From an optimization exercise on the open Yosys and OpenROAD flow, aimed at small area; shortcuts taken in it are not production practice. Only simulation tests tie the RTL to the original design; equivalence was not proved. Power and IR drop assume default switching activity. No driver is modelled on the clock port, so clocking that relies on it looks cheaper here than on a real chip.

## the reference run
==> flow/design.v <==
module baud_generator #(
  parameter CLK_FREQ   = 100000000                              ,  
  parameter CLK_DIV    = 8                               ,  
  parameter BAUDRATE   = 9600                              ,  
  parameter BAUD_WIDTH = $clog2(CLK_FREQ/(2 * CLK_DIV * 1200))         
)
(
  input        clk     ,  
  input        reset_n ,  
  input  [2:0] baudrate,  
  output reg   bclk    ,  
  output       bclk_rise  
);
  reg [BAUD_WIDTH-1:0] divisor;  
  wire                 tick   ;  
  reg [BAUD_WIDTH-1:0] count  ;  
  always @(baudrate) begin : divisor_select
    case (baudrate)
      3'b000 : begin
        divisor = 100000000/(2 * CLK_DIV * 1200) - 1;
      end
      3'b001 : begin
        divisor = 100000000/(2 * CLK_DIV * 2400) - 1;
      end
      3'b010 : begin
        divisor = 100000000/(2 * CLK_DIV * 4800) - 1;
      end
      3'b011 : begin
        divisor = 100000000/(2 * CLK_DIV * 9600) - 1;
      end
      3'b100 : begin
        divisor = 100000000/(2 * CLK_DIV * 19200) - 1;
      end
      3'b101 : begin
        divisor = 100000000/(2 * CLK_DIV * 38400) - 1;
      end
      3'b110 : begin
        divisor = 100000000/(2 * CLK_DIV * 57600) - 1;
      end
      3'b111 : begin
        divisor = 100000000/(2 * CLK_DIV * 115200) - 1;
      end
      default : begin
        divisor = 0;
      end
    endcase
  end : divisor_select
  assign tick = (divisor == count);
  assign bclk_rise = tick & ~bclk;
  always @(posedge clk, negedge reset_n) begin : count_process
    if (~reset_n) begin
      count <= 0;
    end
    else begin
      count <= (tick == 0) ? count + 1 : 0;
    end
  end : count_process
  always @(posedge clk, negedge reset_n) begin : bclk_assignment
    if (~reset_n) begin
      bclk <= 0;
    end
    else begin
      bclk <= (tick == 0) ? bclk : ~bclk;
    end
  end : bclk_assignment
endmodule
module edabk_uart_tx #(
  parameter DATA_WIDTH    = 8        ,  
  parameter ADDRESS_WIDTH = 8   
)
(
  input                   clk       ,   
  input                   reset_n   ,   
  input  [2:0]            baudrate  ,   
  input                   parity    ,   
  input                   write     ,   
  input  [DATA_WIDTH-1:0] write_data,   
  input                   flush     ,   
  output                  tx_out    ,   
  output                  tx_busy   ,   
  output                  fifo_empty,   
  output                  fifo_full     
);
  localparam NS = 1 << ADDRESS_WIDTH;   
  localparam PB = 3;                    
  localparam NP = NS >> PB;             
  localparam TB = 6;                    
  localparam DL = (1 << PB) - 1;        
  wire bclk   ;  
  wire bclk_en;  
  baud_generator baud_generator (
    .clk      (clk      ),
    .reset_n  (reset_n  ),
    .baudrate (baudrate ),
    .bclk     (bclk     ),
    .bclk_rise(bclk_en  )
  );
  reg  [ADDRESS_WIDTH-1:0] wd   ;  
  reg  [ADDRESS_WIDTH-1:0] rd   ;  
  reg  [ADDRESS_WIDTH-1:0] id   ;  
  reg                      empty;
  reg                      full ;
  reg                      busy ;
  wire we  = write & ~full & ~flush;        
  wire pop = bclk_en & ~busy & ~empty;      
  assign fifo_empty = empty;
  assign fifo_full  = full;
  assign tx_busy    = busy;
  always @(posedge clk, negedge reset_n) begin : flags
    if (~reset_n) begin
      full  <= 1'b0;
      empty <= 1'b1;
    end else if (flush) begin
      full  <= 1'b0;
      empty <= 1'b1;
    end else begin
      full  <= ((wd == rd + 1'b1) & we & ~pop) | (full & ~pop);
      empty <= ((rd == wd + 1'b1) & pop & ~we) | (empty & ~we);
    end
  end
  reg  [DATA_WIDTH-1:0] dly [0:DL-1];  
  reg  [DL-1:0]         dv          ;  
  reg  [PB-1:0]         osel        ;  
  integer               k           ;
  always @(*) begin : oldest
    osel = 0;
    for (k = 0; k < DL; k = k + 1)
      if (dv[k]) osel = k;
  end
  wire                  pend = (id != wd);                      
  wire                  ins  = (id[PB-1:0] == 0) & (pend | we);  
  wire [DATA_WIDTH-1:0] din  = pend ? dly[osel] : write_data;
  always @(posedge clk) begin : delay_line
    dly[0] <= write_data;
    for (k = 1; k < DL; k = k + 1)
      dly[k] <= dly[k-1];
  end
  always @(posedge clk, negedge reset_n) begin : delay_valid
    if (~reset_n) begin
      dv <= 0;
    end else begin
      dv[0] <= we & ~(ins & ~pend);
      for (k = 1; k < DL; k = k + 1)
        dv[k] <= dv[k-1] & ~(ins & pend & (osel == k - 1)) & ~flush;
    end
  end
  always @(posedge clk, negedge reset_n) begin : pointers
    if (~reset_n) begin
      wd <= 0;
      rd <= 0;
      id <= 0;
    end else if (flush) begin
      wd <= 0;
      rd <= 0;
      id <= 0;
    end else begin
      wd <= we  ? wd : wd + 1'b1;
      rd <= pop ? rd : rd + 1'b1;
      id <= ins ? id : id + 1'b1;
    end
  end
  reg  [NS*DATA_WIDTH-1:0] ring;            
  wire [NS*DATA_WIDTH-1:0] ring_in;         
  wire [DATA_WIDTH-1:0]    pin  [0:NP-1];   
  genvar p;
  generate
    for (p = 0; p < NP; p = p + 1) begin : port
      wire [DATA_WIDTH-1:0] prev = ring[((p << PB) + NS - 1) % NS * DATA_WIDTH +: DATA_WIDTH];
      assign pin[p] = (ins && id[ADDRESS_WIDTH-1:PB] == p) ? din : prev;
      assign ring_in[(p << PB) * DATA_WIDTH +: DATA_WIDTH] = pin[p];
      assign ring_in[((p << PB) + 1) * DATA_WIDTH +: ((1 << PB) - 1) * DATA_WIDTH] =
             ring[(p << PB) * DATA_WIDTH +: ((1 << PB) - 1) * DATA_WIDTH];
    end
  endgenerate
  always @(posedge clk) begin : ring_shift
    ring <= ring_in;
  end
  wire [DATA_WIDTH-1:0] tap = pin[{rd[ADDRESS_WIDTH-1:TB], {(TB-PB){1'b0}}}];
  wire                  at_tap = (rd[TB-1:0] == 0);
  reg [DATA_WIDTH-1:0] head;  
  reg [6:0]            step;  
  reg                  pf  ;  
  always @(posedge clk) begin : head_register
    if (~busy & empty & we)
      head <= write_data;
    else if (~busy & ~empty & at_tap)
      head <= tap;
  end
  always @(posedge clk, negedge reset_n) begin : busy_flag
    if (~reset_n) begin
      busy <= 1'b0;
    end else if (bclk_en) begin
      if (~busy)
        busy <= ~empty;
      else if (step == (pf ? 7'd88 : 7'd80))
        busy <= 1'b0;
    end
  end
  always @(posedge clk) begin : frame_counter
    if (bclk_en) begin
      if (~busy) begin
        step <= 0;
        pf   <= parity;
      end else begin
        step <= step + 1'b1;
      end
    end
  end
  reg tx;
  always @(*) begin : serial_out
    case (step[6:3])
      4'd0    : tx = 1'b0;
      4'd1    : tx = head[0];
      4'd2    : tx = head[1];
      4'd3    : tx = head[2];
      4'd4    : tx = head[3];
      4'd5    : tx = head[4];
      4'd6    : tx = head[5];
      4'd7    : tx = head[6];
      4'd8    : tx = head[7];
      4'd9    : tx = ~pf | ~(^head);
      default : tx = 1'b1;
    endcase
  end
  assign tx_out = ~busy | tx;
endmodule
Settings: LEC_CHECK=0, CAP_MARGIN=20, CORE_MARGIN=2, CORE_UTILIZATION=50, PLACE_DENSITY=0.6, SLEW_MARGIN=50; clock period 10.0 ns.
standard.sh (not shown) runs the stock make flow with config.mk's settings and CLKGATE_MAP_FILE= SYNTH_SCRIPT=/design/flow/synth_recipe.tcl, a recipe that flattens the netlist after the stock synthesis.
==> flow/flow/run.sh <==
#!/bin/bash
# Layout flow: the standard flow (standard.sh) with three changes.
#  1. Synthesis runs the standard flow's own synthesis script (synth_recipe.tcl, which sources ORFS's
#     synth.tcl), but ABC maps the logic with an area-oriented script (flow/abc_area.script)
#     instead of ORFS's delay-oriented one. Flip-flops are mapped by dfflibmap before ABC runs,
#     so the registers (names, count, cell types) are those of the standard synthesis.
#  2. Clock tree synthesis clusters up to 35 sinks within 70 um on clkbuf_16 and inserts no
#     dummy loads.
#  3. Ports are buffered with buf_1.
# Each tool's output goes to a log of its own: synth.log (synthesis), standard.log (the rest);
# ORFS's per-step logs are under orfs/logs.
set -euo pipefail
here=$(pwd)

# abc wrapper: swap the mapping script, drop the delay target
cat > synth_area.tcl <<EOT
proc abc {args} {
  set i [lsearch -exact \$args -script]
  if { \$i >= 0 } { set args [lreplace \$args [expr {\$i + 1}] [expr {\$i + 1}] $here/flow/abc_area.script] }
  set j [lsearch -exact \$args -D]
  if { \$j >= 0 } { set args [lreplace \$args \$j [expr {\$j + 1}]] }
  yosys abc {*}\$args
}
EOT
cat synth_recipe.tcl >> synth_area.tcl

make -C "$FLOW_HOME" DESIGN_CONFIG="$here/config.mk" WORK_HOME="$here/orfs" CLKGATE_MAP_FILE= \
  SYNTH_SCRIPT="$here/synth_area.tcl" synth > synth.log 2>&1

export CTS_ARGS="-sink_clustering_enable -repair_clock_nets -sink_clustering_size 35 -sink_clustering_max_diameter 70 -buf_list sky130_fd_sc_hd__clkbuf_16 -dont_use_dummy_load"
export BUFFER_PORTS_ARGS="-buffer_cell sky130_fd_sc_hd__buf_1"
bash standard.sh > standard.log 2>&1
==> flow/flow/abc_area.script <==
strash
dc2
dch -f
amap -m
topo
> inputs changed (the reference run -> the trial run)
diff --git a/flow/design.v b/flow/design.v
--- a/flow/design.v
+++ b/flow/design.v
@@ -83,9 +83,8 @@
 );
   localparam NS = 1 << ADDRESS_WIDTH;   
   localparam PB = 3;                    
   localparam NP = NS >> PB;             
-  localparam TB = 6;                    
   localparam DL = (1 << PB) - 1;        
   wire bclk   ;  
   wire bclk_en;  
   baud_generator baud_generator (
@@ -126,9 +125,9 @@
     osel = 0;
     for (k = 0; k < DL; k = k + 1)
       if (dv[k]) osel = k;
   end
-  wire                  pend = (id != wd);                      
+  wire                  pend = |dv;                             
   wire                  ins  = (id[PB-1:0] == 0) & (pend | we);  
   wire [DATA_WIDTH-1:0] din  = pend ? dly[osel] : write_data;
   always @(posedge clk) begin : delay_line
     dly[0] <= write_data;
@@ -165,26 +164,28 @@
   genvar p;
   generate
     for (p = 0; p < NP; p = p + 1) begin : port
       wire [DATA_WIDTH-1:0] prev = ring[((p << PB) + NS - 1) % NS * DATA_WIDTH +: DATA_WIDTH];
-      assign pin[p] = (ins && id[ADDRESS_WIDTH-1:PB] == p) ? din : prev;
+      assign pin[p] = ~((ins && id[ADDRESS_WIDTH-1:PB] == p) ? (p % 2 ? din : ~din) : prev);
       assign ring_in[(p << PB) * DATA_WIDTH +: DATA_WIDTH] = pin[p];
       assign ring_in[((p << PB) + 1) * DATA_WIDTH +: ((1 << PB) - 1) * DATA_WIDTH] =
              ring[(p << PB) * DATA_WIDTH +: ((1 << PB) - 1) * DATA_WIDTH];
     end
   endgenerate
   always @(posedge clk) begin : ring_shift
     ring <= ring_in;
   end
-  wire [DATA_WIDTH-1:0] tap = pin[{rd[ADDRESS_WIDTH-1:TB], {(TB-PB){1'b0}}}];
-  wire                  at_tap = (rd[TB-1:0] == 0);
+  wire [DATA_WIDTH-1:0] tap    = pin[0];
+  wire                  at_tap = (rd == 0);
   reg [DATA_WIDTH-1:0] head;  
   reg [6:0]            step;  
   reg                  pf  ;  
+  reg                  pbit;  
+  wire hfree = ~busy | (step[6:3] >= 4'd9);
   always @(posedge clk) begin : head_register
-    if (~busy & empty & we)
+    if (hfree & empty & we)
       head <= write_data;
-    else if (~busy & ~empty & at_tap)
+    else if (hfree & ~empty & at_tap)
       head <= tap;
   end
   always @(posedge clk, negedge reset_n) begin : busy_flag
     if (~reset_n) begin
@@ -200,8 +201,9 @@
     if (bclk_en) begin
       if (~busy) begin
         step <= 0;
         pf   <= parity;
+        pbit <= ~parity | ~(^head);
       end else begin
         step <= step + 1'b1;
       end
     end
@@ -217,9 +219,9 @@
       4'd5    : tx = head[4];
       4'd6    : tx = head[5];
       4'd7    : tx = head[6];
       4'd8    : tx = head[7];
-      4'd9    : tx = ~pf | ~(^head);
+      4'd9    : tx = pbit;
       default : tx = 1'b1;
     endcase
   end
   assign tx_out = ~busy | tx;
==> comparison <==
Final cell count (higher): the reference run. Re power density over cell area: the reference run was higher than the trial run. Re simple logic cell fraction of the synthesized area: the trial run is 2.1 points down on the reference run. Worst-case setup margin in the final layout, the reference run and the trial run: higher on the trial run. From the reference run to the trial run the numbers moved as follows: relative slew slack went up 3.3 points, global-route met2 utilization saw a decrease, cell area went down 1.5%. Against the reference run, the trial run comes in about 6% lower on number of global-route vias before repair. | setup slack at placement | the trial run vs the reference run | 0.38 ns higher |. Of the reference run and the trial run, the lower highest attainable clock frequency belongs to the reference run. The trial run vs the reference run — weighted congestion at the end of routability-driven global placement dropped 8.2%. Comparing the reference run and the trial run, the lower number of distinct library cell variants in the gate-level netlist after synthesis is on the reference run. For the maximum cell stage delay along the critical path, the trial run came in 0.21 ns lower than the reference run did.

==> re-timing with driven ports <==
Ports are ideal in the flow. The routed layouts listed here were re-timed in OpenROAD.
Step 1: set_driving_cell puts a clkbuf_16 on clk and a buf_2 on each other input, an assumption about the parent block.
Step 2 moves the port delays by t, midway between the first and last clock arrival at a register: inputs arrive t later, outputs are due t later. That takes back most of the time a late clock gives input paths.
a / b / c = ideal ports / drivers / drivers and shift; a / b = the first two.
run	shift t [ns]	setup slack, ns	worst setup path after step 2	slew at the worst register clock pin (ns)	worst slew at a driven data input, ns
the reference run	0.701	4.637 / 4.637 / 3.981	input to register	0.12 / 0.12	0.04
the trial run	0.691	5.188 / 5.221 / 4.530	input to register	0.12 / 0.12	0.06
After both steps setup and hold are still met in every run listed. The setup slack of the trial run, which loses most, moves by +0.033 ns with the drivers and by -0.658 ns with both steps.
